From an optimization exercise on the open Yosys and OpenROAD flow, aimed at small area; shortcuts taken in it are not production practice.
Only simulation tests tie the RTL to the original design; equivalence was not proved.
The clock input has no modelled driver; a real chip could not lean on it and would need a root buffer or a full tree.
No activity file was given, so power comes from the tool's default toggle rates.

Setup of job 105:
==> flow/design.v <==
module top_module (
    input  sys_clk,
    input  sys_rst_n,
    output R,
    output G,
    output B
);
localparam [6:0] QMASK = 7'b0001111;
localparam [6:0] MMASK = 7'b1010100;
localparam [5:0] UMASK = 6'b000011;
localparam [1:0] PMASK = 2'b00;
reg [6:0] qs;    
reg [6:0] ms;    
reg [5:0] us;    
reg [1:0] ps;    
wire [1:0] p = ps ^ PMASK;
wire [6:0] q  = qs ^ QMASK;
wire [6:0] m  = ms ^ MMASK;
wire [5:0] uo = us ^ UMASK;
wire q_end = q[6] & q[5] & q[3] & q[1];        
wire [7:0] qt, mt;
wire [6:0] ut;
assign qt[0] = 1'b1;
assign mt[0] = q_end;
genvar i;
generate for (i = 0; i < 7; i = i + 1) begin : g_t
    assign qt[i+1] = qt[i] & q[i];
    assign mt[i+1] = mt[i] & m[i];
end endgenerate
wire step   = mt[7];                           
wire u_end  = uo[5] & uo[4] & uo[3];           
wire u_wrap = step & u_end;
assign ut[0] = step;
generate for (i = 0; i < 6; i = i + 1) begin : g_u
    assign ut[i+1] = ut[i] & uo[i];
end endgenerate
wire [6:0] qi = q ^ qt[6:0];     
wire [6:0] mi = m ^ mt[6:0];     
wire [5:0] ui = uo ^ ut[5:0];    
wire [6:0] qn = {qi[6] & ~q_end, qi[5] & ~q_end, qi[4], qi[3] & ~q_end,
                 qi[2] | q_end, qi[1:0]};
wire [6:0] mn = {mi[6:5], mi[4] | step, mi[3] | step, mi[2] | step, mi[1:0]};
wire [5:0] un = {ui[5] & ~u_wrap, ui[4] & ~u_wrap, ui[3] & ~u_wrap,
                 ui[2] | u_wrap, ui[1] | u_wrap, ui[0]};
always @(posedge sys_clk or negedge sys_rst_n) begin
    if (!sys_rst_n) begin
        qs <= 7'b0000111 ^ QMASK;
        ms <= 7'b0011100 ^ MMASK;
        us <= 6'b000111 ^ UMASK;
        ps <= 2'b00 ^ PMASK;
    end else begin
        qs <= qn ^ QMASK;
        ms <= mn ^ MMASK;
        us <= un ^ UMASK;
        if (u_wrap)
            ps <= {p[0], ~(p[1] | p[0])} ^ PMASK;
    end
end
wire [6:0] ca, cc;
assign ca[0] = 1'b0;
assign cc[0] = 1'b0;
generate for (i = 0; i < 6; i = i + 1) begin : g_cmp
    assign ca[i+1] = (uo[i] & ~q[i]) | (ca[i] & (uo[i] | ~q[i]));
    assign cc[i+1] = (uo[i] &  q[i]) | (cc[i] & (uo[i] |  q[i]));
end endgenerate
wire A = ~q[6] &  ca[6];    
wire C = ~q[6] & ~cc[6];    
wire p0 = ~(p[1] | p[0]);
assign R = (p0   & C) | (p[1] & A);
assign G = (p0   & A) | (p[0] & C);
assign B = (p[0] & A) | (p[1] & C);
endmodule
export LEC_CHECK = 0
export CAP_MARGIN = 20
export CORE_AREA = 2.5 2.5 62.5 62.5
export DIE_AREA = 0 0 65 65
export GPL_TIMING_DRIVEN = 0
export PLACE_DENSITY = 0.9
export SLEW_MARGIN = 20
create_clock -name core_clock -period 10.0 [get_ports {sys_clk}]
standard.sh (not shown) runs the stock make flow with config.mk's settings and CLKGATE_MAP_FILE= SYNTH_SCRIPT=/design/flow/synth_recipe.tcl, a recipe that flattens the netlist after the stock synthesis.
==> flow/flow/run.sh <==
#!/bin/bash
# Standard synthesis; then the combinational logic re-mapped for area with a
# few ABC scripts, keeping the smallest result (the registers stay as the
# standard synthesis made them); then the standard layout from floorplan to
# finish, with the smallest port buffers and a single clock buffer.
set -euo pipefail
R=orfs/results/$FLOW_PLATFORM/top_module/base
bash standard.sh synth > synth.log 2>&1
cp $R/1_2_yosys.v $R/1_2_yosys_std.v

LIB=$FLOW_HOME/platforms/$FLOW_PLATFORM/lib/sky130_fd_sc_hd__tt_025C_1v80.lib
DONTUSE=$(sed -n '/^export DONT_USE_CELLS/,/^#/p' $FLOW_HOME/platforms/$FLOW_PLATFORM/config.mk \
    | grep -o 'sky130_fd_sc_hd__[a-z0-9_]*' | sed 's/^/-dont_use /' | tr '\n' ' ')
mkdir -p remap
best=""
best_area=""
k=0
while IFS= read -r script; do
    [[ -z "$script" ]] && continue
    k=$((k + 1))
    echo "$script" | tr ';' '\n' > remap/s$k.abc
    sed -e "s|@DONTUSE@|$DONTUSE|g" -e "s|@LIB@|$LIB|g" -e "s|@IN@|$R/1_2_yosys_std.v|g" \
        -e "s|@OUT@|$PWD/remap/out$k.v|g" -e "s|@ABC@|$PWD/remap/s$k.abc|g" \
        flow/remap.ys > remap/r$k.ys
    if yosys -s remap/r$k.ys > remap/r$k.log 2>&1 && [[ -s remap/out$k.v ]]; then
        area=$(grep 'Chip area' remap/r$k.log | tail -1 | awk '{print $NF}')
        echo "script $k: $script: area $area" >> remap.log
        if [[ -z "$best" ]] || awk "BEGIN{exit !($area < $best_area)}"; then
            best=$k
            best_area=$area
        fi
    else
        echo "script $k: $script: failed" >> remap.log
    fi
done < flow/remap.scripts
if [[ -n "$best" ]]; then
    echo "using script $best, area $best_area" >> remap.log
    cp remap/out$best.v $R/1_2_yosys.v
else
    echo "using the standard synthesis" >> remap.log
fi
rm -f $R/1_synth.odb $R/1_synth.sdc

export BUFFER_PORTS_ARGS="-buffer_cell sky130_fd_sc_hd__buf_1"
export CTS_ARGS="-sink_clustering_enable -repair_clock_nets -dont_use_dummy_load"
export POST_CTS_TCL=$PWD/flow/one_clock_buffer.tcl
export ONE_CLOCK_PORT=sys_clk
export ONE_CLOCK_BUFFER=sky130_fd_sc_hd__buf_8
bash standard.sh > layout.log 2>&1
==> flow/flow/remap.scripts <==
strash; dch; map -a; mfs2; strash; dch; amap; mfs3 -a; topo
strash; dch; map -a; mfs2; strash; dch; map -a; mfs3 -a; topo
strash; dch; map -a; mfs2; strash; dch; map -a; topo; dnsize
strash; dch -f; map -a; mfs3 -a; mfs3 -a; topo; dnsize
strash; dch; map -a; mfs3 -a; topo
strash; dch; map -a; topo
strash; dch; map -a; mfs2; strash; dch; amap; mfs3 -a; strash; dch; amap; mfs3 -a; topo
strash; dch; map -a; mfs2; strash; dch -f; amap; mfs3 -a; topo
strash; dc2; dch; amap; mfs3 -a; topo
Other scripts of this flow, unchanged in this note and not shown: flow/flow/one_clock_buffer.tcl, flow/flow/remap.ys
[inputs] job 104 vs job 105
diff --git a/flow/flow/remap.scripts b/flow/flow/remap.scripts
--- a/flow/flow/remap.scripts
+++ b/flow/flow/remap.scripts
@@ -8,2 +8,3 @@
 strash; dch; map -a; mfs2; strash; dch -f; amap; mfs3 -a; topo
 strash; dc2; dch; amap; mfs3 -a; topo
+strash; &get -n; &dc2; &put; map -a; mfs2; strash; dch; amap; mfs3 -a; topo
Count of vias placed by the detailed router: job 104 better than job 105. Re worst hold slack across all endpoints: job 105 and job 104 aren't equal, and the higher value belongs to job 105. Of job 105 and job 104, job 105 shows the higher global-route wire length before repair, with job 104 below it. [compare] base=job 105 new=job 104: post-layout total power has increased, max-slew headroom at the worst pin has decreased.
In every run of this note, the design's own scripts or RTL, not TritonCTS, make the clock network.

[afterwards: timing with drivers on the ports]
In the flow no input, the clock included, has a driving cell. The finished layouts below were timed again as built, in two steps. Step 1 assumes that a clkbuf_16 drives the clock port and a buf_2 every other input. Step 2 also shifts input and output timing later by t, the mid clock arrival at the registers, as if the neighbouring blocks saw the same clock. Three values: ideal ports, drivers, drivers and shift; two values: the first two.
| run | shift t [ns] | setup slack, ns | hold WS [ns] | worst setup path after step 2 | worst register clock-pin slew, ns |
|---|---|---|---|---|---|
| job 105 | 0.164 | 6.067 / 6.039 / 6.203 | 0.505 / 0.505 / 0.505 | register to output | 0.11 / 0.11 |
| job 104 | 0.167 | 6.174 / 6.143 / 6.310 | 0.500 / 0.500 / 0.500 | register to output | 0.11 / 0.11 |
After both steps setup and hold are still met in every run listed.
